What follows belongs to an exercise in optimizing a design on an open flow for small area, a short achievable clock period and few clock cycles per item; a production flow would make more cautious choices.
No functional check of the RTL was part of this run.
No activity file was given, so power comes from the tool's default toggle rates.

==> flow/config.mk <==
export PLATFORM = sky130hd
export DESIGN_NAME = el2_exu_div_ctl
export DESIGN_NICKNAME = el2_exu_div_ctl
export VERILOG_FILES = /design/flow/design.v
export SDC_FILE = /design/flow/constraint.sdc
export NUM_CORES = 8
export LEC_CHECK = 0
export CAP_MARGIN = 40
export CORE_MARGIN = 2
export CORE_UTILIZATION = 40
export SETUP_SLACK_MARGIN = 5
export SLEW_MARGIN = 40
export SYNTH_HIERARCHICAL = 1
export SYNTH_MINIMUM_KEEP_SIZE = 0
==> flow/constraint.sdc <==
create_clock -name core_clock -period 12.0 [get_ports {clk}]
set_input_delay 2.4000 -clock core_clock [delete_from_list [all_inputs] [get_ports {clk}]]
set_output_delay 2.4000 -clock core_clock [all_outputs]
set_load 0.01 [all_outputs]
==> flow/design.v <==
module el2_exu_div_ctl
  (
   input logic           clk,                        
   input logic           rst_l,                      
   input logic           dp_valid,                   
   input logic           dp_unsign,                  
   input logic           dp_rem,                     
   input logic  [31:0]   dividend,                   
   input logic  [31:0]   divisor,                    
   input logic           cancel,                     
   output logic          finish_dly,                 
   output logic [31:0]   out                         
  );
   logic        sv_ff;                  
   logic        it_ff;                  
   logic        fin_ff;                 
   logic [3:0]  cnt_ff;                 
   logic        busy, last;
   logic [31:0] r_ff;                   
   logic [31:0] q_ff;                   
   logic [32:0] b_ff;                   
   logic        rem_ff, neg_ff;         
   assign busy = sv_ff | it_ff;
   assign last = it_ff & (cnt_ff == 4'd0);
   wire  sa = ~dp_unsign & dividend[31];
   wire  sb = ~dp_unsign & divisor[31];
   wire  bz = (divisor == 32'b0);
   wire [31:0] abs_a, abs_b;
   div_cneg_in u_nega (.s(sa), .x(dividend), .y(abs_a));
   div_cneg_in u_negb (.s(sb), .x(divisor),  .y(abs_b));
   wire        q1, d1_co, q2, d2_co;
   wire [31:0] r1, d2;
   div_step34 u_s1 (.en(it_ff), .x({2'b0, r_ff}), .b({1'b0, b_ff}), .q(q1), .co(d1_co), .y(r1));
   div_step33 u_s2 (.en(it_ff), .x({1'b0, r1}), .b({1'b0, b_ff[32:1]}), .q(q2), .co(d2_co), .y(d2));
   wire [31:0] r2_n = busy ? r1 : abs_a;
   wire [31:0] r_next = q2 ? d2 : r2_n;
   wire early = ~d1_co;
   wire [5:0] clza, clzb;
   div_clz32 u_clza (.x(r_ff), .n(clza));
   div_clz32 u_clzb (.x(b_ff[31:0]), .n(clzb));
   wire [5:0]  sdiff = clzb - clza;                     
   wire        bzero = clzb[5];
   wire [3:0]  m     = (bzero | ~sv_ff) ? 4'hf : sdiff[4:1];
   wire [32:0] b_rot;
   div_rot33 u_rot (.b(b_ff), .m(m), .y(b_rot));
   always_ff @(posedge clk or negedge rst_l) begin
      if (!rst_l) begin
         sv_ff  <= 1'b0;
         it_ff  <= 1'b0;
         fin_ff <= 1'b0;
      end
      else begin
         sv_ff  <= dp_valid & ~cancel;
         it_ff  <= ~cancel & ((sv_ff & ~early) | (it_ff & (cnt_ff != 4'd0)));
         fin_ff <= ~cancel & last;
      end
   end
   always_ff @(posedge clk) begin
      cnt_ff <= sv_ff ? m : cnt_ff - 4'd1;
      r_ff   <= r_next;
      q_ff   <= it_ff ? ((last & rem_ff) ? r_next : {q_ff[29:0], q1, q2}) :
                sv_ff ? 32'b0 : (abs_a & {32{dp_rem}});
      b_ff   <= busy ? b_rot : {1'b0, abs_b};
      if (!busy) begin
         rem_ff <= dp_rem;
         neg_ff <= dp_rem ? sa : (sa ^ sb) & ~bz;
      end
   end
   wire [31:0] ans;
   div_cneg_out u_nego (.s(neg_ff), .x(q_ff), .y(ans));
   assign out        = ans;
   assign finish_dly = ~cancel & (fin_ff | (sv_ff & early));
endmodule  
module div_cneg_in (input logic s, input logic [31:0] x, output logic [31:0] y);
   wire yy_po_l0_1 = x[1] | x[0];
   wire yy_po_l0_3 = x[3] | x[2];
   wire yy_po_l0_5 = x[5] | x[4];
   wire yy_po_l0_7 = x[7] | x[6];
   wire yy_po_l0_9 = x[9] | x[8];
   wire yy_po_l0_11 = x[11] | x[10];
   wire yy_po_l0_13 = x[13] | x[12];
   wire yy_po_l0_15 = x[15] | x[14];
   wire yy_po_l0_17 = x[17] | x[16];
   wire yy_po_l0_19 = x[19] | x[18];
   wire yy_po_l0_21 = x[21] | x[20];
   wire yy_po_l0_23 = x[23] | x[22];
   wire yy_po_l0_25 = x[25] | x[24];
   wire yy_po_l0_27 = x[27] | x[26];
   wire yy_po_l0_29 = x[29] | x[28];
   wire yy_po_l1_2 = x[2] | yy_po_l0_1;
   wire yy_po_l1_3 = yy_po_l0_3 | yy_po_l0_1;
   wire yy_po_l1_6 = x[6] | yy_po_l0_5;
   wire yy_po_l1_7 = yy_po_l0_7 | yy_po_l0_5;
   wire yy_po_l1_10 = x[10] | yy_po_l0_9;
   wire yy_po_l1_11 = yy_po_l0_11 | yy_po_l0_9;
   wire yy_po_l1_14 = x[14] | yy_po_l0_13;
   wire yy_po_l1_15 = yy_po_l0_15 | yy_po_l0_13;
   wire yy_po_l1_18 = x[18] | yy_po_l0_17;
   wire yy_po_l1_19 = yy_po_l0_19 | yy_po_l0_17;
   wire yy_po_l1_22 = x[22] | yy_po_l0_21;
   wire yy_po_l1_23 = yy_po_l0_23 | yy_po_l0_21;
   wire yy_po_l1_26 = x[26] | yy_po_l0_25;
   wire yy_po_l1_27 = yy_po_l0_27 | yy_po_l0_25;
   wire yy_po_l1_30 = x[30] | yy_po_l0_29;
   wire yy_po_l2_4 = x[4] | yy_po_l1_3;
   wire yy_po_l2_5 = yy_po_l0_5 | yy_po_l1_3;
   wire yy_po_l2_6 = yy_po_l1_6 | yy_po_l1_3;
   wire yy_po_l2_7 = yy_po_l1_7 | yy_po_l1_3;
   wire yy_po_l2_12 = x[12] | yy_po_l1_11;
   wire yy_po_l2_13 = yy_po_l0_13 | yy_po_l1_11;
   wire yy_po_l2_14 = yy_po_l1_14 | yy_po_l1_11;
   wire yy_po_l2_15 = yy_po_l1_15 | yy_po_l1_11;
   wire yy_po_l2_20 = x[20] | yy_po_l1_19;
   wire yy_po_l2_21 = yy_po_l0_21 | yy_po_l1_19;
   wire yy_po_l2_22 = yy_po_l1_22 | yy_po_l1_19;
   wire yy_po_l2_23 = yy_po_l1_23 | yy_po_l1_19;
   wire yy_po_l2_28 = x[28] | yy_po_l1_27;
   wire yy_po_l2_29 = yy_po_l0_29 | yy_po_l1_27;
   wire yy_po_l2_30 = yy_po_l1_30 | yy_po_l1_27;
   wire yy_po_l3_8 = x[8] | yy_po_l2_7;
   wire yy_po_l3_9 = yy_po_l0_9 | yy_po_l2_7;
   wire yy_po_l3_10 = yy_po_l1_10 | yy_po_l2_7;
   wire yy_po_l3_11 = yy_po_l1_11 | yy_po_l2_7;
   wire yy_po_l3_12 = yy_po_l2_12 | yy_po_l2_7;
   wire yy_po_l3_13 = yy_po_l2_13 | yy_po_l2_7;
   wire yy_po_l3_14 = yy_po_l2_14 | yy_po_l2_7;
   wire yy_po_l3_15 = yy_po_l2_15 | yy_po_l2_7;
   wire yy_po_l3_24 = x[24] | yy_po_l2_23;
   wire yy_po_l3_25 = yy_po_l0_25 | yy_po_l2_23;
   wire yy_po_l3_26 = yy_po_l1_26 | yy_po_l2_23;
   wire yy_po_l3_27 = yy_po_l1_27 | yy_po_l2_23;
   wire yy_po_l3_28 = yy_po_l2_28 | yy_po_l2_23;
   wire yy_po_l3_29 = yy_po_l2_29 | yy_po_l2_23;
   wire yy_po_l3_30 = yy_po_l2_30 | yy_po_l2_23;
   wire yy_po_l4_16 = x[16] | yy_po_l3_15;
   wire yy_po_l4_17 = yy_po_l0_17 | yy_po_l3_15;
   wire yy_po_l4_18 = yy_po_l1_18 | yy_po_l3_15;
   wire yy_po_l4_19 = yy_po_l1_19 | yy_po_l3_15;
   wire yy_po_l4_20 = yy_po_l2_20 | yy_po_l3_15;
   wire yy_po_l4_21 = yy_po_l2_21 | yy_po_l3_15;
   wire yy_po_l4_22 = yy_po_l2_22 | yy_po_l3_15;
   wire yy_po_l4_23 = yy_po_l2_23 | yy_po_l3_15;
   wire yy_po_l4_24 = yy_po_l3_24 | yy_po_l3_15;
   wire yy_po_l4_25 = yy_po_l3_25 | yy_po_l3_15;
   wire yy_po_l4_26 = yy_po_l3_26 | yy_po_l3_15;
   wire yy_po_l4_27 = yy_po_l3_27 | yy_po_l3_15;
   wire yy_po_l4_28 = yy_po_l3_28 | yy_po_l3_15;
   wire yy_po_l4_29 = yy_po_l3_29 | yy_po_l3_15;
   wire yy_po_l4_30 = yy_po_l3_30 | yy_po_l3_15;
   wire [30:0] yy_po;
   assign yy_po[0] = x[0];
   assign yy_po[1] = yy_po_l0_1;
   assign yy_po[2] = yy_po_l1_2;
   assign yy_po[3] = yy_po_l1_3;
   assign yy_po[4] = yy_po_l2_4;
   assign yy_po[5] = yy_po_l2_5;
   assign yy_po[6] = yy_po_l2_6;
   assign yy_po[7] = yy_po_l2_7;
   assign yy_po[8] = yy_po_l3_8;
   assign yy_po[9] = yy_po_l3_9;
   assign yy_po[10] = yy_po_l3_10;
   assign yy_po[11] = yy_po_l3_11;
   assign yy_po[12] = yy_po_l3_12;
   assign yy_po[13] = yy_po_l3_13;
   assign yy_po[14] = yy_po_l3_14;
   assign yy_po[15] = yy_po_l3_15;
   assign yy_po[16] = yy_po_l4_16;
   assign yy_po[17] = yy_po_l4_17;
   assign yy_po[18] = yy_po_l4_18;
   assign yy_po[19] = yy_po_l4_19;
   assign yy_po[20] = yy_po_l4_20;
   assign yy_po[21] = yy_po_l4_21;
   assign yy_po[22] = yy_po_l4_22;
   assign yy_po[23] = yy_po_l4_23;
   assign yy_po[24] = yy_po_l4_24;
   assign yy_po[25] = yy_po_l4_25;
   assign yy_po[26] = yy_po_l4_26;
   assign yy_po[27] = yy_po_l4_27;
   assign yy_po[28] = yy_po_l4_28;
   assign yy_po[29] = yy_po_l4_29;
   assign yy_po[30] = yy_po_l4_30;
   wire [31:0] yy;
   assign yy[0] = x[0];
   assign yy[31:1] = x[31:1] ^ ({31{s}} & yy_po);
   assign y = yy;
endmodule
module div_cneg_out (input logic s, input logic [31:0] x, output logic [31:0] y);
   wire yy_po_l0_1 = x[1] | x[0];
   wire yy_po_l0_3 = x[3] | x[2];
   wire yy_po_l0_5 = x[5] | x[4];
   wire yy_po_l0_7 = x[7] | x[6];
   wire yy_po_l0_9 = x[9] | x[8];
   wire yy_po_l0_11 = x[11] | x[10];
   wire yy_po_l0_13 = x[13] | x[12];
   wire yy_po_l0_15 = x[15] | x[14];
   wire yy_po_l0_17 = x[17] | x[16];
   wire yy_po_l0_19 = x[19] | x[18];
   wire yy_po_l0_21 = x[21] | x[20];
   wire yy_po_l0_23 = x[23] | x[22];
   wire yy_po_l0_25 = x[25] | x[24];
   wire yy_po_l0_27 = x[27] | x[26];
   wire yy_po_l0_29 = x[29] | x[28];
   wire yy_po_l1_2 = x[2] | yy_po_l0_1;
   wire yy_po_l1_3 = yy_po_l0_3 | yy_po_l0_1;
   wire yy_po_l1_6 = x[6] | yy_po_l0_5;
   wire yy_po_l1_7 = yy_po_l0_7 | yy_po_l0_5;
   wire yy_po_l1_10 = x[10] | yy_po_l0_9;
   wire yy_po_l1_11 = yy_po_l0_11 | yy_po_l0_9;
   wire yy_po_l1_14 = x[14] | yy_po_l0_13;
   wire yy_po_l1_15 = yy_po_l0_15 | yy_po_l0_13;
   wire yy_po_l1_18 = x[18] | yy_po_l0_17;
   wire yy_po_l1_19 = yy_po_l0_19 | yy_po_l0_17;
   wire yy_po_l1_22 = x[22] | yy_po_l0_21;
   wire yy_po_l1_23 = yy_po_l0_23 | yy_po_l0_21;
   wire yy_po_l1_26 = x[26] | yy_po_l0_25;
   wire yy_po_l1_27 = yy_po_l0_27 | yy_po_l0_25;
   wire yy_po_l1_30 = x[30] | yy_po_l0_29;
   wire yy_po_l2_4 = x[4] | yy_po_l1_3;
   wire yy_po_l2_5 = yy_po_l0_5 | yy_po_l1_3;
   wire yy_po_l2_6 = yy_po_l1_6 | yy_po_l1_3;
   wire yy_po_l2_7 = yy_po_l1_7 | yy_po_l1_3;
   wire yy_po_l2_12 = x[12] | yy_po_l1_11;
   wire yy_po_l2_13 = yy_po_l0_13 | yy_po_l1_11;
   wire yy_po_l2_14 = yy_po_l1_14 | yy_po_l1_11;
   wire yy_po_l2_15 = yy_po_l1_15 | yy_po_l1_11;
   wire yy_po_l2_20 = x[20] | yy_po_l1_19;
   wire yy_po_l2_21 = yy_po_l0_21 | yy_po_l1_19;
   wire yy_po_l2_22 = yy_po_l1_22 | yy_po_l1_19;
   wire yy_po_l2_23 = yy_po_l1_23 | yy_po_l1_19;
   wire yy_po_l2_28 = x[28] | yy_po_l1_27;
   wire yy_po_l2_29 = yy_po_l0_29 | yy_po_l1_27;
   wire yy_po_l2_30 = yy_po_l1_30 | yy_po_l1_27;
   wire yy_po_l3_8 = x[8] | yy_po_l2_7;
   wire yy_po_l3_9 = yy_po_l0_9 | yy_po_l2_7;
   wire yy_po_l3_10 = yy_po_l1_10 | yy_po_l2_7;
   wire yy_po_l3_11 = yy_po_l1_11 | yy_po_l2_7;
   wire yy_po_l3_12 = yy_po_l2_12 | yy_po_l2_7;
   wire yy_po_l3_13 = yy_po_l2_13 | yy_po_l2_7;
   wire yy_po_l3_14 = yy_po_l2_14 | yy_po_l2_7;
   wire yy_po_l3_15 = yy_po_l2_15 | yy_po_l2_7;
   wire yy_po_l3_24 = x[24] | yy_po_l2_23;
   wire yy_po_l3_25 = yy_po_l0_25 | yy_po_l2_23;
   wire yy_po_l3_26 = yy_po_l1_26 | yy_po_l2_23;
   wire yy_po_l3_27 = yy_po_l1_27 | yy_po_l2_23;
   wire yy_po_l3_28 = yy_po_l2_28 | yy_po_l2_23;
   wire yy_po_l3_29 = yy_po_l2_29 | yy_po_l2_23;
   wire yy_po_l3_30 = yy_po_l2_30 | yy_po_l2_23;
   wire yy_po_l4_16 = x[16] | yy_po_l3_15;
   wire yy_po_l4_17 = yy_po_l0_17 | yy_po_l3_15;
   wire yy_po_l4_18 = yy_po_l1_18 | yy_po_l3_15;
   wire yy_po_l4_19 = yy_po_l1_19 | yy_po_l3_15;
   wire yy_po_l4_20 = yy_po_l2_20 | yy_po_l3_15;
   wire yy_po_l4_21 = yy_po_l2_21 | yy_po_l3_15;
   wire yy_po_l4_22 = yy_po_l2_22 | yy_po_l3_15;
   wire yy_po_l4_23 = yy_po_l2_23 | yy_po_l3_15;
   wire yy_po_l4_24 = yy_po_l3_24 | yy_po_l3_15;
   wire yy_po_l4_25 = yy_po_l3_25 | yy_po_l3_15;
   wire yy_po_l4_26 = yy_po_l3_26 | yy_po_l3_15;
   wire yy_po_l4_27 = yy_po_l3_27 | yy_po_l3_15;
   wire yy_po_l4_28 = yy_po_l3_28 | yy_po_l3_15;
   wire yy_po_l4_29 = yy_po_l3_29 | yy_po_l3_15;
   wire yy_po_l4_30 = yy_po_l3_30 | yy_po_l3_15;
   wire [30:0] yy_po;
   assign yy_po[0] = x[0];
   assign yy_po[1] = yy_po_l0_1;
   assign yy_po[2] = yy_po_l1_2;
   assign yy_po[3] = yy_po_l1_3;
   assign yy_po[4] = yy_po_l2_4;
   assign yy_po[5] = yy_po_l2_5;
   assign yy_po[6] = yy_po_l2_6;
   assign yy_po[7] = yy_po_l2_7;
   assign yy_po[8] = yy_po_l3_8;
   assign yy_po[9] = yy_po_l3_9;
   assign yy_po[10] = yy_po_l3_10;
   assign yy_po[11] = yy_po_l3_11;
   assign yy_po[12] = yy_po_l3_12;
   assign yy_po[13] = yy_po_l3_13;
   assign yy_po[14] = yy_po_l3_14;
   assign yy_po[15] = yy_po_l3_15;
   assign yy_po[16] = yy_po_l4_16;
   assign yy_po[17] = yy_po_l4_17;
   assign yy_po[18] = yy_po_l4_18;
   assign yy_po[19] = yy_po_l4_19;
   assign yy_po[20] = yy_po_l4_20;
   assign yy_po[21] = yy_po_l4_21;
   assign yy_po[22] = yy_po_l4_22;
   assign yy_po[23] = yy_po_l4_23;
   assign yy_po[24] = yy_po_l4_24;
   assign yy_po[25] = yy_po_l4_25;
   assign yy_po[26] = yy_po_l4_26;
   assign yy_po[27] = yy_po_l4_27;
   assign yy_po[28] = yy_po_l4_28;
   assign yy_po[29] = yy_po_l4_29;
   assign yy_po[30] = yy_po_l4_30;
   wire [31:0] yy;
   assign yy[0] = x[0];
   assign yy[31:1] = x[31:1] ^ ({31{s}} & yy_po);
   assign y = yy;
endmodule
module div_step34 (input logic en, input logic [33:0] x, input logic [33:0] b, output logic q, output logic co, output logic [31:0] y);
   wire [33:0] d_p0 = x ^ ~b;
   wire [33:0] d_g0 = x & ~b;
   wire d_g1_1 = d_g0[1] | (d_p0[1] & (d_g0[0] | d_p0[0]));
   wire d_g1_3 = d_g0[3] | (d_p0[3] & d_g0[2]);
   wire d_p1_3 = d_p0[3] & d_p0[2];
   wire d_g1_5 = d_g0[5] | (d_p0[5] & d_g0[4]);
   wire d_p1_5 = d_p0[5] & d_p0[4];
   wire d_g1_7 = d_g0[7] | (d_p0[7] & d_g0[6]);
   wire d_p1_7 = d_p0[7] & d_p0[6];
   wire d_g1_9 = d_g0[9] | (d_p0[9] & d_g0[8]);
   wire d_p1_9 = d_p0[9] & d_p0[8];
   wire d_g1_11 = d_g0[11] | (d_p0[11] & d_g0[10]);
   wire d_p1_11 = d_p0[11] & d_p0[10];
   wire d_g1_13 = d_g0[13] | (d_p0[13] & d_g0[12]);
   wire d_p1_13 = d_p0[13] & d_p0[12];
   wire d_g1_15 = d_g0[15] | (d_p0[15] & d_g0[14]);
   wire d_p1_15 = d_p0[15] & d_p0[14];
   wire d_g1_17 = d_g0[17] | (d_p0[17] & d_g0[16]);
   wire d_p1_17 = d_p0[17] & d_p0[16];
   wire d_g1_19 = d_g0[19] | (d_p0[19] & d_g0[18]);
   wire d_p1_19 = d_p0[19] & d_p0[18];
   wire d_g1_21 = d_g0[21] | (d_p0[21] & d_g0[20]);
   wire d_p1_21 = d_p0[21] & d_p0[20];
   wire d_g1_23 = d_g0[23] | (d_p0[23] & d_g0[22]);
   wire d_p1_23 = d_p0[23] & d_p0[22];
   wire d_g1_25 = d_g0[25] | (d_p0[25] & d_g0[24]);
   wire d_p1_25 = d_p0[25] & d_p0[24];
   wire d_g1_27 = d_g0[27] | (d_p0[27] & d_g0[26]);
   wire d_p1_27 = d_p0[27] & d_p0[26];
   wire d_g1_29 = d_g0[29] | (d_p0[29] & d_g0[28]);
   wire d_p1_29 = d_p0[29] & d_p0[28];
   wire d_g1_31 = d_g0[31] | (d_p0[31] & d_g0[30]);
   wire d_p1_31 = d_p0[31] & d_p0[30];
   wire d_g1_33 = d_g0[33] | (d_p0[33] & d_g0[32]);
   wire d_p1_33 = d_p0[33] & d_p0[32];
   wire d_g2_2 = d_g0[2] | (d_p0[2] & d_g1_1);
   wire d_g2_3 = d_g1_3 | (d_p1_3 & d_g1_1);
   wire d_g2_6 = d_g0[6] | (d_p0[6] & d_g1_5);
   wire d_p2_6 = d_p0[6] & d_p1_5;
   wire d_g2_7 = d_g1_7 | (d_p1_7 & d_g1_5);
   wire d_p2_7 = d_p1_7 & d_p1_5;
   wire d_g2_10 = d_g0[10] | (d_p0[10] & d_g1_9);
   wire d_p2_10 = d_p0[10] & d_p1_9;
   wire d_g2_11 = d_g1_11 | (d_p1_11 & d_g1_9);
   wire d_p2_11 = d_p1_11 & d_p1_9;
   wire d_g2_14 = d_g0[14] | (d_p0[14] & d_g1_13);
   wire d_p2_14 = d_p0[14] & d_p1_13;
   wire d_g2_15 = d_g1_15 | (d_p1_15 & d_g1_13);
   wire d_p2_15 = d_p1_15 & d_p1_13;
   wire d_g2_18 = d_g0[18] | (d_p0[18] & d_g1_17);
   wire d_p2_18 = d_p0[18] & d_p1_17;
   wire d_g2_19 = d_g1_19 | (d_p1_19 & d_g1_17);
   wire d_p2_19 = d_p1_19 & d_p1_17;
   wire d_g2_22 = d_g0[22] | (d_p0[22] & d_g1_21);
   wire d_p2_22 = d_p0[22] & d_p1_21;
   wire d_g2_23 = d_g1_23 | (d_p1_23 & d_g1_21);
   wire d_p2_23 = d_p1_23 & d_p1_21;
   wire d_g2_26 = d_g0[26] | (d_p0[26] & d_g1_25);
   wire d_p2_26 = d_p0[26] & d_p1_25;
   wire d_g2_27 = d_g1_27 | (d_p1_27 & d_g1_25);
   wire d_p2_27 = d_p1_27 & d_p1_25;
   wire d_g2_30 = d_g0[30] | (d_p0[30] & d_g1_29);
   wire d_p2_30 = d_p0[30] & d_p1_29;
   wire d_g2_31 = d_g1_31 | (d_p1_31 & d_g1_29);
   wire d_p2_31 = d_p1_31 & d_p1_29;
   wire d_g3_4 = d_g0[4] | (d_p0[4] & d_g2_3);
   wire d_g3_5 = d_g1_5 | (d_p1_5 & d_g2_3);
   wire d_g3_6 = d_g2_6 | (d_p2_6 & d_g2_3);
   wire d_g3_7 = d_g2_7 | (d_p2_7 & d_g2_3);
   wire d_g3_12 = d_g0[12] | (d_p0[12] & d_g2_11);
   wire d_p3_12 = d_p0[12] & d_p2_11;
   wire d_g3_13 = d_g1_13 | (d_p1_13 & d_g2_11);
   wire d_p3_13 = d_p1_13 & d_p2_11;
   wire d_g3_14 = d_g2_14 | (d_p2_14 & d_g2_11);
   wire d_p3_14 = d_p2_14 & d_p2_11;
   wire d_g3_15 = d_g2_15 | (d_p2_15 & d_g2_11);
   wire d_p3_15 = d_p2_15 & d_p2_11;
   wire d_g3_20 = d_g0[20] | (d_p0[20] & d_g2_19);
   wire d_p3_20 = d_p0[20] & d_p2_19;
   wire d_g3_21 = d_g1_21 | (d_p1_21 & d_g2_19);
   wire d_p3_21 = d_p1_21 & d_p2_19;
   wire d_g3_22 = d_g2_22 | (d_p2_22 & d_g2_19);
   wire d_p3_22 = d_p2_22 & d_p2_19;
   wire d_g3_23 = d_g2_23 | (d_p2_23 & d_g2_19);
   wire d_p3_23 = d_p2_23 & d_p2_19;
   wire d_g3_28 = d_g0[28] | (d_p0[28] & d_g2_27);
   wire d_p3_28 = d_p0[28] & d_p2_27;
   wire d_g3_29 = d_g1_29 | (d_p1_29 & d_g2_27);
   wire d_p3_29 = d_p1_29 & d_p2_27;
   wire d_g3_30 = d_g2_30 | (d_p2_30 & d_g2_27);
   wire d_p3_30 = d_p2_30 & d_p2_27;
   wire d_g3_31 = d_g2_31 | (d_p2_31 & d_g2_27);
   wire d_p3_31 = d_p2_31 & d_p2_27;
   wire d_g4_8 = d_g0[8] | (d_p0[8] & d_g3_7);
   wire d_g4_9 = d_g1_9 | (d_p1_9 & d_g3_7);
   wire d_g4_10 = d_g2_10 | (d_p2_10 & d_g3_7);
   wire d_g4_11 = d_g2_11 | (d_p2_11 & d_g3_7);
   wire d_g4_12 = d_g3_12 | (d_p3_12 & d_g3_7);
   wire d_g4_13 = d_g3_13 | (d_p3_13 & d_g3_7);
   wire d_g4_14 = d_g3_14 | (d_p3_14 & d_g3_7);
   wire d_g4_15 = d_g3_15 | (d_p3_15 & d_g3_7);
   wire d_g4_24 = d_g0[24] | (d_p0[24] & d_g3_23);
   wire d_p4_24 = d_p0[24] & d_p3_23;
   wire d_g4_25 = d_g1_25 | (d_p1_25 & d_g3_23);
   wire d_p4_25 = d_p1_25 & d_p3_23;
   wire d_g4_26 = d_g2_26 | (d_p2_26 & d_g3_23);
   wire d_p4_26 = d_p2_26 & d_p3_23;
   wire d_g4_27 = d_g2_27 | (d_p2_27 & d_g3_23);
   wire d_p4_27 = d_p2_27 & d_p3_23;
   wire d_g4_28 = d_g3_28 | (d_p3_28 & d_g3_23);
   wire d_p4_28 = d_p3_28 & d_p3_23;
   wire d_g4_29 = d_g3_29 | (d_p3_29 & d_g3_23);
   wire d_p4_29 = d_p3_29 & d_p3_23;
   wire d_g4_30 = d_g3_30 | (d_p3_30 & d_g3_23);
   wire d_p4_30 = d_p3_30 & d_p3_23;
   wire d_g4_31 = d_g3_31 | (d_p3_31 & d_g3_23);
   wire d_p4_31 = d_p3_31 & d_p3_23;
   wire d_g5_16 = d_g0[16] | (d_p0[16] & d_g4_15);
   wire d_g5_17 = d_g1_17 | (d_p1_17 & d_g4_15);
   wire d_g5_18 = d_g2_18 | (d_p2_18 & d_g4_15);
   wire d_g5_19 = d_g2_19 | (d_p2_19 & d_g4_15);
   wire d_g5_20 = d_g3_20 | (d_p3_20 & d_g4_15);
   wire d_g5_21 = d_g3_21 | (d_p3_21 & d_g4_15);
   wire d_g5_22 = d_g3_22 | (d_p3_22 & d_g4_15);
   wire d_g5_23 = d_g3_23 | (d_p3_23 & d_g4_15);
   wire d_g5_24 = d_g4_24 | (d_p4_24 & d_g4_15);
   wire d_g5_25 = d_g4_25 | (d_p4_25 & d_g4_15);
   wire d_g5_26 = d_g4_26 | (d_p4_26 & d_g4_15);
   wire d_g5_27 = d_g4_27 | (d_p4_27 & d_g4_15);
   wire d_g5_28 = d_g4_28 | (d_p4_28 & d_g4_15);
   wire d_g5_29 = d_g4_29 | (d_p4_29 & d_g4_15);
   wire d_g5_30 = d_g4_30 | (d_p4_30 & d_g4_15);
   wire d_g5_31 = d_g4_31 | (d_p4_31 & d_g4_15);
   wire d_g6_32 = d_g0[32] | (d_p0[32] & d_g5_31);
   wire d_g6_33 = d_g1_33 | (d_p1_33 & d_g5_31);
   wire [33:0] d_c = {d_g6_33, d_g6_32, d_g5_31, d_g5_30, d_g5_29, d_g5_28, d_g5_27, d_g5_26, d_g5_25, d_g5_24, d_g5_23, d_g5_22, d_g5_21, d_g5_20, d_g5_19, d_g5_18, d_g5_17, d_g5_16, d_g4_15, d_g4_14, d_g4_13, d_g4_12, d_g4_11, d_g4_10, d_g4_9, d_g4_8, d_g3_7, d_g3_6, d_g3_5, d_g3_4, d_g2_3, d_g2_2, d_g1_1, (d_g0[0] | d_p0[0])};
   wire [33:0] d = d_p0 ^ {d_c[32:0], 1'b1};
   wire d_co = d_c[33];
   assign co = d_co;
   assign q  = en & d_co;
   assign y  = q ? d[31:0] : x[31:0];
endmodule
module div_step33 (input logic en, input logic [32:0] x, input logic [32:0] b, output logic q, output logic co, output logic [31:0] y);
   wire [32:0] d_p0 = x ^ ~b;
   wire [32:0] d_g0 = x & ~b;
   wire d_g1_1 = d_g0[1] | (d_p0[1] & (d_g0[0] | d_p0[0]));
   wire d_g1_3 = d_g0[3] | (d_p0[3] & d_g0[2]);
   wire d_p1_3 = d_p0[3] & d_p0[2];
   wire d_g1_5 = d_g0[5] | (d_p0[5] & d_g0[4]);
   wire d_p1_5 = d_p0[5] & d_p0[4];
   wire d_g1_7 = d_g0[7] | (d_p0[7] & d_g0[6]);
   wire d_p1_7 = d_p0[7] & d_p0[6];
   wire d_g1_9 = d_g0[9] | (d_p0[9] & d_g0[8]);
   wire d_p1_9 = d_p0[9] & d_p0[8];
   wire d_g1_11 = d_g0[11] | (d_p0[11] & d_g0[10]);
   wire d_p1_11 = d_p0[11] & d_p0[10];
   wire d_g1_13 = d_g0[13] | (d_p0[13] & d_g0[12]);
   wire d_p1_13 = d_p0[13] & d_p0[12];
   wire d_g1_15 = d_g0[15] | (d_p0[15] & d_g0[14]);
   wire d_p1_15 = d_p0[15] & d_p0[14];
   wire d_g1_17 = d_g0[17] | (d_p0[17] & d_g0[16]);
   wire d_p1_17 = d_p0[17] & d_p0[16];
   wire d_g1_19 = d_g0[19] | (d_p0[19] & d_g0[18]);
   wire d_p1_19 = d_p0[19] & d_p0[18];
   wire d_g1_21 = d_g0[21] | (d_p0[21] & d_g0[20]);
   wire d_p1_21 = d_p0[21] & d_p0[20];
   wire d_g1_23 = d_g0[23] | (d_p0[23] & d_g0[22]);
   wire d_p1_23 = d_p0[23] & d_p0[22];
   wire d_g1_25 = d_g0[25] | (d_p0[25] & d_g0[24]);
   wire d_p1_25 = d_p0[25] & d_p0[24];
   wire d_g1_27 = d_g0[27] | (d_p0[27] & d_g0[26]);
   wire d_p1_27 = d_p0[27] & d_p0[26];
   wire d_g1_29 = d_g0[29] | (d_p0[29] & d_g0[28]);
   wire d_p1_29 = d_p0[29] & d_p0[28];
   wire d_g1_31 = d_g0[31] | (d_p0[31] & d_g0[30]);
   wire d_p1_31 = d_p0[31] & d_p0[30];
   wire d_g2_2 = d_g0[2] | (d_p0[2] & d_g1_1);
   wire d_g2_3 = d_g1_3 | (d_p1_3 & d_g1_1);
   wire d_g2_6 = d_g0[6] | (d_p0[6] & d_g1_5);
   wire d_p2_6 = d_p0[6] & d_p1_5;
   wire d_g2_7 = d_g1_7 | (d_p1_7 & d_g1_5);
   wire d_p2_7 = d_p1_7 & d_p1_5;
   wire d_g2_10 = d_g0[10] | (d_p0[10] & d_g1_9);
   wire d_p2_10 = d_p0[10] & d_p1_9;
   wire d_g2_11 = d_g1_11 | (d_p1_11 & d_g1_9);
   wire d_p2_11 = d_p1_11 & d_p1_9;
   wire d_g2_14 = d_g0[14] | (d_p0[14] & d_g1_13);
   wire d_p2_14 = d_p0[14] & d_p1_13;
   wire d_g2_15 = d_g1_15 | (d_p1_15 & d_g1_13);
   wire d_p2_15 = d_p1_15 & d_p1_13;
   wire d_g2_18 = d_g0[18] | (d_p0[18] & d_g1_17);
   wire d_p2_18 = d_p0[18] & d_p1_17;
   wire d_g2_19 = d_g1_19 | (d_p1_19 & d_g1_17);
   wire d_p2_19 = d_p1_19 & d_p1_17;
   wire d_g2_22 = d_g0[22] | (d_p0[22] & d_g1_21);
   wire d_p2_22 = d_p0[22] & d_p1_21;
   wire d_g2_23 = d_g1_23 | (d_p1_23 & d_g1_21);
   wire d_p2_23 = d_p1_23 & d_p1_21;
   wire d_g2_26 = d_g0[26] | (d_p0[26] & d_g1_25);
   wire d_p2_26 = d_p0[26] & d_p1_25;
   wire d_g2_27 = d_g1_27 | (d_p1_27 & d_g1_25);
   wire d_p2_27 = d_p1_27 & d_p1_25;
   wire d_g2_30 = d_g0[30] | (d_p0[30] & d_g1_29);
   wire d_p2_30 = d_p0[30] & d_p1_29;
   wire d_g2_31 = d_g1_31 | (d_p1_31 & d_g1_29);
   wire d_p2_31 = d_p1_31 & d_p1_29;
   wire d_g3_4 = d_g0[4] | (d_p0[4] & d_g2_3);
   wire d_g3_5 = d_g1_5 | (d_p1_5 & d_g2_3);
   wire d_g3_6 = d_g2_6 | (d_p2_6 & d_g2_3);
   wire d_g3_7 = d_g2_7 | (d_p2_7 & d_g2_3);
   wire d_g3_12 = d_g0[12] | (d_p0[12] & d_g2_11);
   wire d_p3_12 = d_p0[12] & d_p2_11;
   wire d_g3_13 = d_g1_13 | (d_p1_13 & d_g2_11);
   wire d_p3_13 = d_p1_13 & d_p2_11;
   wire d_g3_14 = d_g2_14 | (d_p2_14 & d_g2_11);
   wire d_p3_14 = d_p2_14 & d_p2_11;
   wire d_g3_15 = d_g2_15 | (d_p2_15 & d_g2_11);
   wire d_p3_15 = d_p2_15 & d_p2_11;
   wire d_g3_20 = d_g0[20] | (d_p0[20] & d_g2_19);
   wire d_p3_20 = d_p0[20] & d_p2_19;
   wire d_g3_21 = d_g1_21 | (d_p1_21 & d_g2_19);
   wire d_p3_21 = d_p1_21 & d_p2_19;
   wire d_g3_22 = d_g2_22 | (d_p2_22 & d_g2_19);
   wire d_p3_22 = d_p2_22 & d_p2_19;
   wire d_g3_23 = d_g2_23 | (d_p2_23 & d_g2_19);
   wire d_p3_23 = d_p2_23 & d_p2_19;
   wire d_g3_28 = d_g0[28] | (d_p0[28] & d_g2_27);
   wire d_p3_28 = d_p0[28] & d_p2_27;
   wire d_g3_29 = d_g1_29 | (d_p1_29 & d_g2_27);
   wire d_p3_29 = d_p1_29 & d_p2_27;
   wire d_g3_30 = d_g2_30 | (d_p2_30 & d_g2_27);
   wire d_p3_30 = d_p2_30 & d_p2_27;
   wire d_g3_31 = d_g2_31 | (d_p2_31 & d_g2_27);
   wire d_p3_31 = d_p2_31 & d_p2_27;
   wire d_g4_8 = d_g0[8] | (d_p0[8] & d_g3_7);
   wire d_g4_9 = d_g1_9 | (d_p1_9 & d_g3_7);
   wire d_g4_10 = d_g2_10 | (d_p2_10 & d_g3_7);
   wire d_g4_11 = d_g2_11 | (d_p2_11 & d_g3_7);
   wire d_g4_12 = d_g3_12 | (d_p3_12 & d_g3_7);
   wire d_g4_13 = d_g3_13 | (d_p3_13 & d_g3_7);
   wire d_g4_14 = d_g3_14 | (d_p3_14 & d_g3_7);
   wire d_g4_15 = d_g3_15 | (d_p3_15 & d_g3_7);
   wire d_g4_24 = d_g0[24] | (d_p0[24] & d_g3_23);
   wire d_p4_24 = d_p0[24] & d_p3_23;
   wire d_g4_25 = d_g1_25 | (d_p1_25 & d_g3_23);
   wire d_p4_25 = d_p1_25 & d_p3_23;
   wire d_g4_26 = d_g2_26 | (d_p2_26 & d_g3_23);
   wire d_p4_26 = d_p2_26 & d_p3_23;
   wire d_g4_27 = d_g2_27 | (d_p2_27 & d_g3_23);
   wire d_p4_27 = d_p2_27 & d_p3_23;
   wire d_g4_28 = d_g3_28 | (d_p3_28 & d_g3_23);
   wire d_p4_28 = d_p3_28 & d_p3_23;
   wire d_g4_29 = d_g3_29 | (d_p3_29 & d_g3_23);
   wire d_p4_29 = d_p3_29 & d_p3_23;
   wire d_g4_30 = d_g3_30 | (d_p3_30 & d_g3_23);
   wire d_p4_30 = d_p3_30 & d_p3_23;
   wire d_g4_31 = d_g3_31 | (d_p3_31 & d_g3_23);
   wire d_p4_31 = d_p3_31 & d_p3_23;
   wire d_g5_16 = d_g0[16] | (d_p0[16] & d_g4_15);
   wire d_g5_17 = d_g1_17 | (d_p1_17 & d_g4_15);
   wire d_g5_18 = d_g2_18 | (d_p2_18 & d_g4_15);
   wire d_g5_19 = d_g2_19 | (d_p2_19 & d_g4_15);
   wire d_g5_20 = d_g3_20 | (d_p3_20 & d_g4_15);
   wire d_g5_21 = d_g3_21 | (d_p3_21 & d_g4_15);
   wire d_g5_22 = d_g3_22 | (d_p3_22 & d_g4_15);
   wire d_g5_23 = d_g3_23 | (d_p3_23 & d_g4_15);
   wire d_g5_24 = d_g4_24 | (d_p4_24 & d_g4_15);
   wire d_g5_25 = d_g4_25 | (d_p4_25 & d_g4_15);
   wire d_g5_26 = d_g4_26 | (d_p4_26 & d_g4_15);
   wire d_g5_27 = d_g4_27 | (d_p4_27 & d_g4_15);
   wire d_g5_28 = d_g4_28 | (d_p4_28 & d_g4_15);
   wire d_g5_29 = d_g4_29 | (d_p4_29 & d_g4_15);
   wire d_g5_30 = d_g4_30 | (d_p4_30 & d_g4_15);
   wire d_g5_31 = d_g4_31 | (d_p4_31 & d_g4_15);
   wire d_g6_32 = d_g0[32] | (d_p0[32] & d_g5_31);
   wire [32:0] d_c = {d_g6_32, d_g5_31, d_g5_30, d_g5_29, d_g5_28, d_g5_27, d_g5_26, d_g5_25, d_g5_24, d_g5_23, d_g5_22, d_g5_21, d_g5_20, d_g5_19, d_g5_18, d_g5_17, d_g5_16, d_g4_15, d_g4_14, d_g4_13, d_g4_12, d_g4_11, d_g4_10, d_g4_9, d_g4_8, d_g3_7, d_g3_6, d_g3_5, d_g3_4, d_g2_3, d_g2_2, d_g1_1, (d_g0[0] | d_p0[0])};
   wire [32:0] d = d_p0 ^ {d_c[31:0], 1'b1};
   wire d_co = d_c[32];
   assign co = d_co;
   assign q  = en & d_co;
   assign y  = d[31:0];
endmodule
module div_clz32 (input logic [31:0] x, output logic [5:0] n);
   wire c_v0_0 = x[1] | x[0];
   wire c_z0_0 = ~x[1];
   wire c_v0_1 = x[3] | x[2];
   wire c_z0_1 = ~x[3];
   wire c_v0_2 = x[5] | x[4];
   wire c_z0_2 = ~x[5];
   wire c_v0_3 = x[7] | x[6];
   wire c_z0_3 = ~x[7];
   wire c_v0_4 = x[9] | x[8];
   wire c_z0_4 = ~x[9];
   wire c_v0_5 = x[11] | x[10];
   wire c_z0_5 = ~x[11];
   wire c_v0_6 = x[13] | x[12];
   wire c_z0_6 = ~x[13];
   wire c_v0_7 = x[15] | x[14];
   wire c_z0_7 = ~x[15];
   wire c_v0_8 = x[17] | x[16];
   wire c_z0_8 = ~x[17];
   wire c_v0_9 = x[19] | x[18];
   wire c_z0_9 = ~x[19];
   wire c_v0_10 = x[21] | x[20];
   wire c_z0_10 = ~x[21];
   wire c_v0_11 = x[23] | x[22];
   wire c_z0_11 = ~x[23];
   wire c_v0_12 = x[25] | x[24];
   wire c_z0_12 = ~x[25];
   wire c_v0_13 = x[27] | x[26];
   wire c_z0_13 = ~x[27];
   wire c_v0_14 = x[29] | x[28];
   wire c_z0_14 = ~x[29];
   wire c_v0_15 = x[31] | x[30];
   wire c_z0_15 = ~x[31];
   wire c_v1_0 = c_v0_1 | c_v0_0;
   wire c_z1_0_0 = c_v0_1 ? c_z0_1 : c_z0_0;
   wire c_v1_1 = c_v0_3 | c_v0_2;
   wire c_z1_1_0 = c_v0_3 ? c_z0_3 : c_z0_2;
   wire c_v1_2 = c_v0_5 | c_v0_4;
   wire c_z1_2_0 = c_v0_5 ? c_z0_5 : c_z0_4;
   wire c_v1_3 = c_v0_7 | c_v0_6;
   wire c_z1_3_0 = c_v0_7 ? c_z0_7 : c_z0_6;
   wire c_v1_4 = c_v0_9 | c_v0_8;
   wire c_z1_4_0 = c_v0_9 ? c_z0_9 : c_z0_8;
   wire c_v1_5 = c_v0_11 | c_v0_10;
   wire c_z1_5_0 = c_v0_11 ? c_z0_11 : c_z0_10;
   wire c_v1_6 = c_v0_13 | c_v0_12;
   wire c_z1_6_0 = c_v0_13 ? c_z0_13 : c_z0_12;
   wire c_v1_7 = c_v0_15 | c_v0_14;
   wire c_z1_7_0 = c_v0_15 ? c_z0_15 : c_z0_14;
   wire c_v2_0 = c_v1_1 | c_v1_0;
   wire c_z2_0_0 = c_v1_1 ? ~c_v0_3 : ~c_v0_1;
   wire c_z2_0_1 = c_v1_1 ? c_z1_1_0 : c_z1_0_0;
   wire c_v2_1 = c_v1_3 | c_v1_2;
   wire c_z2_1_0 = c_v1_3 ? ~c_v0_7 : ~c_v0_5;
   wire c_z2_1_1 = c_v1_3 ? c_z1_3_0 : c_z1_2_0;
   wire c_v2_2 = c_v1_5 | c_v1_4;
   wire c_z2_2_0 = c_v1_5 ? ~c_v0_11 : ~c_v0_9;
   wire c_z2_2_1 = c_v1_5 ? c_z1_5_0 : c_z1_4_0;
   wire c_v2_3 = c_v1_7 | c_v1_6;
   wire c_z2_3_0 = c_v1_7 ? ~c_v0_15 : ~c_v0_13;
   wire c_z2_3_1 = c_v1_7 ? c_z1_7_0 : c_z1_6_0;
   wire c_v3_0 = c_v2_1 | c_v2_0;
   wire c_z3_0_0 = c_v2_1 ? ~c_v1_3 : ~c_v1_1;
   wire c_z3_0_1 = c_v2_1 ? c_z2_1_0 : c_z2_0_0;
   wire c_z3_0_2 = c_v2_1 ? c_z2_1_1 : c_z2_0_1;
   wire c_v3_1 = c_v2_3 | c_v2_2;
   wire c_z3_1_0 = c_v2_3 ? ~c_v1_7 : ~c_v1_5;
   wire c_z3_1_1 = c_v2_3 ? c_z2_3_0 : c_z2_2_0;
   wire c_z3_1_2 = c_v2_3 ? c_z2_3_1 : c_z2_2_1;
   wire c_v4_0 = c_v3_1 | c_v3_0;
   wire c_z4_0_0 = c_v3_1 ? ~c_v2_3 : ~c_v2_1;
   wire c_z4_0_1 = c_v3_1 ? c_z3_1_0 : c_z3_0_0;
   wire c_z4_0_2 = c_v3_1 ? c_z3_1_1 : c_z3_0_1;
   wire c_z4_0_3 = c_v3_1 ? c_z3_1_2 : c_z3_0_2;
   wire [5:0] c = {~c_v4_0, c_v4_0 & ~c_v3_1, c_v4_0 & c_z4_0_0, c_v4_0 & c_z4_0_1, c_v4_0 & c_z4_0_2, c_v4_0 & c_z4_0_3};
   assign n = c;
endmodule
module div_rot33 (input logic [32:0] b, input logic [3:0] m, output logic [32:0] y);
   wire [32:0] b_r1  = {b[31:0], b[32]};
   wire [32:0] b_r2  = m[0] ? {b_r1[30:0], b_r1[32:31]} : b_r1;
   wire [32:0] b_r4  = m[1] ? {b_r2[28:0], b_r2[32:29]} : b_r2;
   wire [32:0] b_r8  = m[2] ? {b_r4[24:0], b_r4[32:25]} : b_r4;
   assign y          = m[3] ? {b_r8[16:0], b_r8[32:17]} : b_r8;
endmodule
==> flow/flow/run.sh <==
#!/bin/bash
# The standard layout (standard.sh), with these changes in how the layout is made:
#  - every input and output port still gets its own buffer, but a plain buf_1
#    (OpenROAD's buffer_ports -buffer_cell) instead of the default delay buffer;
#    the resizer upsizes it where timing needs;
#  - any further ORFS variables listed in flow/extra_vars (one NAME=value per line).
# make's output goes to flow.log; ORFS keeps each step's own log under orfs/logs.
set -euo pipefail
MARGIN=${MARGIN:-6.8}
PORTBUF=${PORTBUF:-sky130_fd_sc_hd__buf_1}
EXTRA="'BUFFER_PORTS_ARGS=-buffer_cell ${PORTBUF}'"
if [[ -f flow/extra_vars ]]; then
  while read -r line; do
    [[ -z "$line" || "$line" == \#* ]] && continue
    EXTRA="$EXTRA '$line'"
  done < flow/extra_vars
fi
sed -E -e "s/SETUP_SLACK_MARGIN=[^ ]+/SETUP_SLACK_MARGIN=${MARGIN}/" \
       -e "s|CLKGATE_MAP_FILE= |CLKGATE_MAP_FILE= ${EXTRA} |" \
       standard.sh > standard_mod.sh
grep -q "BUFFER_PORTS_ARGS" standard_mod.sh
bash standard_mod.sh > flow.log 2>&1
==> flow/flow/extra_vars <==
SKIP_INCREMENTAL_REPAIR=1
==> flow/standard.sh <==
#!/bin/bash
# synth_recipe.tcl (not shown) runs the flow's synth.tcl, then flattens the netlist and writes it again
# the make line also repeats each setting of config.mk as NAME=value (left out here)
make -C /OpenROAD-flow-scripts/flow DESIGN_CONFIG=/design/flow/config.mk WORK_HOME=/design/flow/orfs CLKGATE_MAP_FILE= SYNTH_SCRIPT=/design/flow/synth_recipe.tcl "${@:-finish}"
==> run summary <==
-- placed cells by master (no fill, tap or decap), types with 10 or more instances in the layout --
| master | instances |
|---|---|
| sky130_fd_sc_hd__dfxtp_1 | 90 |
| sky130_fd_sc_hd__o21ai_1 | 14 |
| sky130_fd_sc_hd__xor2_1 | 20 |
| sky130_fd_sc_hd__or2_2 | 10 |
| sky130_fd_sc_hd__buf_4 | 11 |
| sky130_fd_sc_hd__dfxtp_2 | 10 |
| sky130_fd_sc_hd__nor3_1 | 15 |
| sky130_fd_sc_hd__o21ai_2 | 36 |
| sky130_fd_sc_hd__mux4_2 | 59 |
| sky130_fd_sc_hd__buf_1 | 100 |
| sky130_fd_sc_hd__a21oi_1 | 56 |
| sky130_fd_sc_hd__nor2b_1 | 12 |
| sky130_fd_sc_hd__a221o_1 | 33 |
| sky130_fd_sc_hd__nor2_1 | 43 |
| sky130_fd_sc_hd__o31ai_1 | 31 |
| sky130_fd_sc_hd__nand3_1 | 11 |
| sky130_fd_sc_hd__xnor2_1 | 125 |
| sky130_fd_sc_hd__o21ai_0 | 58 |
| sky130_fd_sc_hd__o41ai_2 | 13 |
| sky130_fd_sc_hd__ha_1 | 68 |
| sky130_fd_sc_hd__fa_1 | 10 |
| sky130_fd_sc_hd__mux2_2 | 33 |
| sky130_fd_sc_hd__nand2_1 | 109 |
| sky130_fd_sc_hd__inv_1 | 108 |
| sky130_fd_sc_hd__nor4_1 | 27 |
| sky130_fd_sc_hd__or4_4 | 10 |
| sky130_fd_sc_hd__and3_1 | 36 |
| sky130_fd_sc_hd__mux2i_1 | 33 |
| sky130_fd_sc_hd__a21o_1 | 19 |
-- area by class of cell --
cell class	count	area [um2]
clock inverters	7	72.57
well taps	390	488.0
repair buffers	120	616.8
flip-flops and latches	106	2173
clock buffers	9	225.2
fillers	2945	16480
inverters	109	409.1
multi-input cells	1039	9326
-- flip-flops by register name, summed over array words and instances, names as in the netlist --
| name | flops |
|---|---|
| b_ff | 33 |
| cnt_ff | 4 |
| fin_ff | 1 |
| it_ff | 1 |
| neg_ff | 1 |
| q_ff | 32 |
| r_ff | 32 |
| rem_ff | 1 |
| sv_ff | 1 |
-- layer usage --
layer / GRT usage [%] / routed length [um] / vias to the layer above / share of wire, %
li1: - / - / 5062 / -
met1: 27.70 / 14620 / 5158 / 41
met2: 40.20 / 18260 / 294 / 52
met3: 3.836 / 1788 / 48 / 5.0
met4: 6.064 / 761 / 0 / 2.1
met5: 0 / 0 / - / 0
-- final timing paths --
kind                                endpoint         startpoint  slack, ns  cells after the start
setup reg to reg            q_ff[30]$_DFF_P_   b_ff[11]$_DFF_P_       6.28                     26
hold reg to reg            cnt_ff[0]$_DFF_P_  cnt_ff[0]$_DFF_P_       0.48                      1
hold / removal             cnt_ff[0]$_DFF_P_  cnt_ff[0]$_DFF_P_       0.48                      1
max in group asynchronous    it_ff$_DFF_PN0_              rst_l      10.02                      1
setup / recovery            q_ff[30]$_DFF_P_   b_ff[11]$_DFF_P_       6.28                     26
min in group asynchronous   fin_ff$_DFF_PN0_              rst_l       1.83                      1
-- metrics by stage --
stage | setup WS [ns] | cells | utilization, % | area (um2)
4_1_cts | 6.351 | 1780 | 44.68 | 13310
2_1_floorplan | 6.807 | 1321 | - | 12190
6_report | 6.281 | 1780 | 44.68 | 13310
3_3_place_gp | 5.535 | 1755 | 42.62 | 12700
5_1_grt | 5.869 | 1780 | 44.68 | 13310
3_5_place_dp | 5.352 | 1756 | 42.74 | 12740
-- power by group --
| part | switching (mW) | total, mW | internal [mW] |
|---|---|---|---|
| Clock | 0.156 | 0.303 | 0.147 |
| Combinational | 1.48 | 2.83 | 1.36 |
| Sequential | 0.317 | 0.808 | 0.491 |
-- critical path: cells and delay by family (launching register included) --
kind | cells | cell delay (ns)
flops | 1 | 0.42
buf+inv | 5 | 0.87
fa+ha+maj | 3 | 0.96
simple gates | 3 | 0.37
compound gates | 15 | 3.01
==> run summary <==
Timing:
- In the finished design, the share of the clock period the worst path needs comes to between 40% and 50%.
- The clock period minus worst slack is 5.719 ns.
- Timing would allow up to ~0.17 GHz.
- The measured slew at the worst slew-check pin is between 0.7 and 0.8 ns.
- The tightest slew margin relative to the limit is between 40% and 50%.
- Clock skew on the completed layout was measured at about 0.016 ns.
- The count of pins over their slew limit is 0.
- The total of endpoints with negative setup slack in the final report is 0.
- The worst hold slack is between 0.4 and 0.5 ns.
- The number of endpoints with negative hold slack in the final report is 0.
- Summed over all failing endpoints, the final setup total negative slack is 0 ns.

Run status:
- The flow ran to the end and the layout has no timing, DRC or antenna violations.

Setup path:
- The sort of element at the start of the critical path is a flop.
- The cell with the most instances on the worst path is sky130_fd_sc_hd__a211oi_4.
- Among all stages on the critical path, the largest delay is contributed by sky130_fd_sc_hd__dfxtp_2.
- The setup path with the least slack is of type reg -> reg.
- The worst setup path is captured at a flop.
- At the worst endpoint, the arrival time is just over 6 ns.
- The maximum fanout count along the critical path is 61.
- In this design, the stage delay of the slowest critical-path cell is ~0.42 ns.
- For the worst setup path, the data required time is roughly 12 ns.

CTS:
- The number of resized instances in the post-cts repair step is 57.
- In this run the number of H-tree levels came out at 3.
- TritonCTS built the clock tree.
- The longest clock path from root to sink contains 2 buffers.
- The count of hold-fix buffers inserted at cts is 0.
- The clock net sink count is 106.
- In this run, CTS created clock tree buffers numbering 9.
- The clock root buffer is sky130_fd_sc_hd__clkbuf_16.
- At the later pin of the worst-skew pair, clock insertion delay measures ~0.37 ns.
- After clock tree synthesis, the clock-pin slew on the worst setup and hold paths is about 0.080 ns.
- The post-CTS setup repair buffer count is 6.

Die:
- The die outline width is around 180 um.
- The core area is just under 0.03 mm2.
- For this configuration, the core starts out at a cell density of approximately two fifths.
- In this run the core area contains 63 standard-cell rows.
- The floorplan die height is approximately 180 um.
- The area of the die is around 0.032 mm2.
- For this design the top-level I/O count stands at slightly above 100.

Worst hold path:
- The type of the most critical hold path is reg -> reg.

GRT:
- For this run the aggregate overflow at the end of global routing stands at 0.
- The number of global-route vias before repair is 10.05k.
- The number of antenna violations at the first check in global routing is 0.
- The total routing usage reported by global routing is around 22%.
- Entering global routing, the biggest net connects 62 pins.
- The wire length of the first global-routing pass is between 50 and 60 mm.

Detailed routing:
- The total detailed-routing wirelength is ~35 mm.
- The first-pass iteration count of the detailed router is 5.
- The average wire length per cell after detail routing is between 15 and 20 um.
- The via count is about 11k.
- The detailed-route DRC error count is 0.
- The detail route stage leaves a number of antenna-violating nets equal to 0.
- After the first detailed-routing iteration, the DRC count stood at 697.
- Dividing the detail-routed via count by the number of cells gives about 5.9.

Logic synthesis:
- The cell count after synthesis came out at approximately 1.3k.
- The Yosys step of the flow raised 7 warnings.
- After synthesis the cells add up to about 0.012 mm2.
- A synthesized cell averages ~9.2 um2.

Place:
- After legalization and detailed placement, the total HPWL measured 26.97 mm.
- The number of input and output port buffers inserted is between 100 and 150.
- At the end of routability-driven placement, the weighted congestion stood at between 0.9 and 1.

Flow run:
- Across the run, the number of max-cap violations was 0.

Power:
- For this design the static power due to leakage is 5.351 nW.
- The total power of the final layout is 3.945 mW.
- The power per cell area is approximately 300 mW/mm2.
- The maximum vdd drop is 0.1114 mV.

Layout:
- The number of nets in the layout is approximately 1.5k.
- The antenna diode instance count is 0.
- From synthesis to final layout, the design area changed by 9.533%.
- The fraction of layout instances using a drive strength above 1 is slightly below 20%.

[separate check: timing with driven ports]
How much do the figures lean on ideal ports? The routed layout below was timed once more, with nothing changed but the port constraints.
Step 1 (the two cells are an assumption about what drives the block):
set clk [get_ports {clk}]
set_driving_cell -lib_cell sky130_fd_sc_hd__clkbuf_16 $clk
set_driving_cell -lib_cell sky130_fd_sc_hd__buf_2 [delete_from_list [all_inputs] $clk]
Step 2 times the ports against the registers' clock, not the clock port: input delays grow and output delays shrink by t, the midpoint of the rising clock arrivals with the driver on.
a / b / c = ideal / step 1 / step 2; a / b = the first two.
t, ns: 0.410
setup WS [ns]: 6.281 / 6.281 / 6.281
hold WS [ns]: 0.484 / 0.484 / 0.484
worst setup path at the end: register to register
clock arrival spread, ns: 0.016 / 0.016
After both steps setup and hold are still met in this run. For this run, drivers alone change the setup slack by 0.000 ns; drivers and shift together by 0.000 ns.
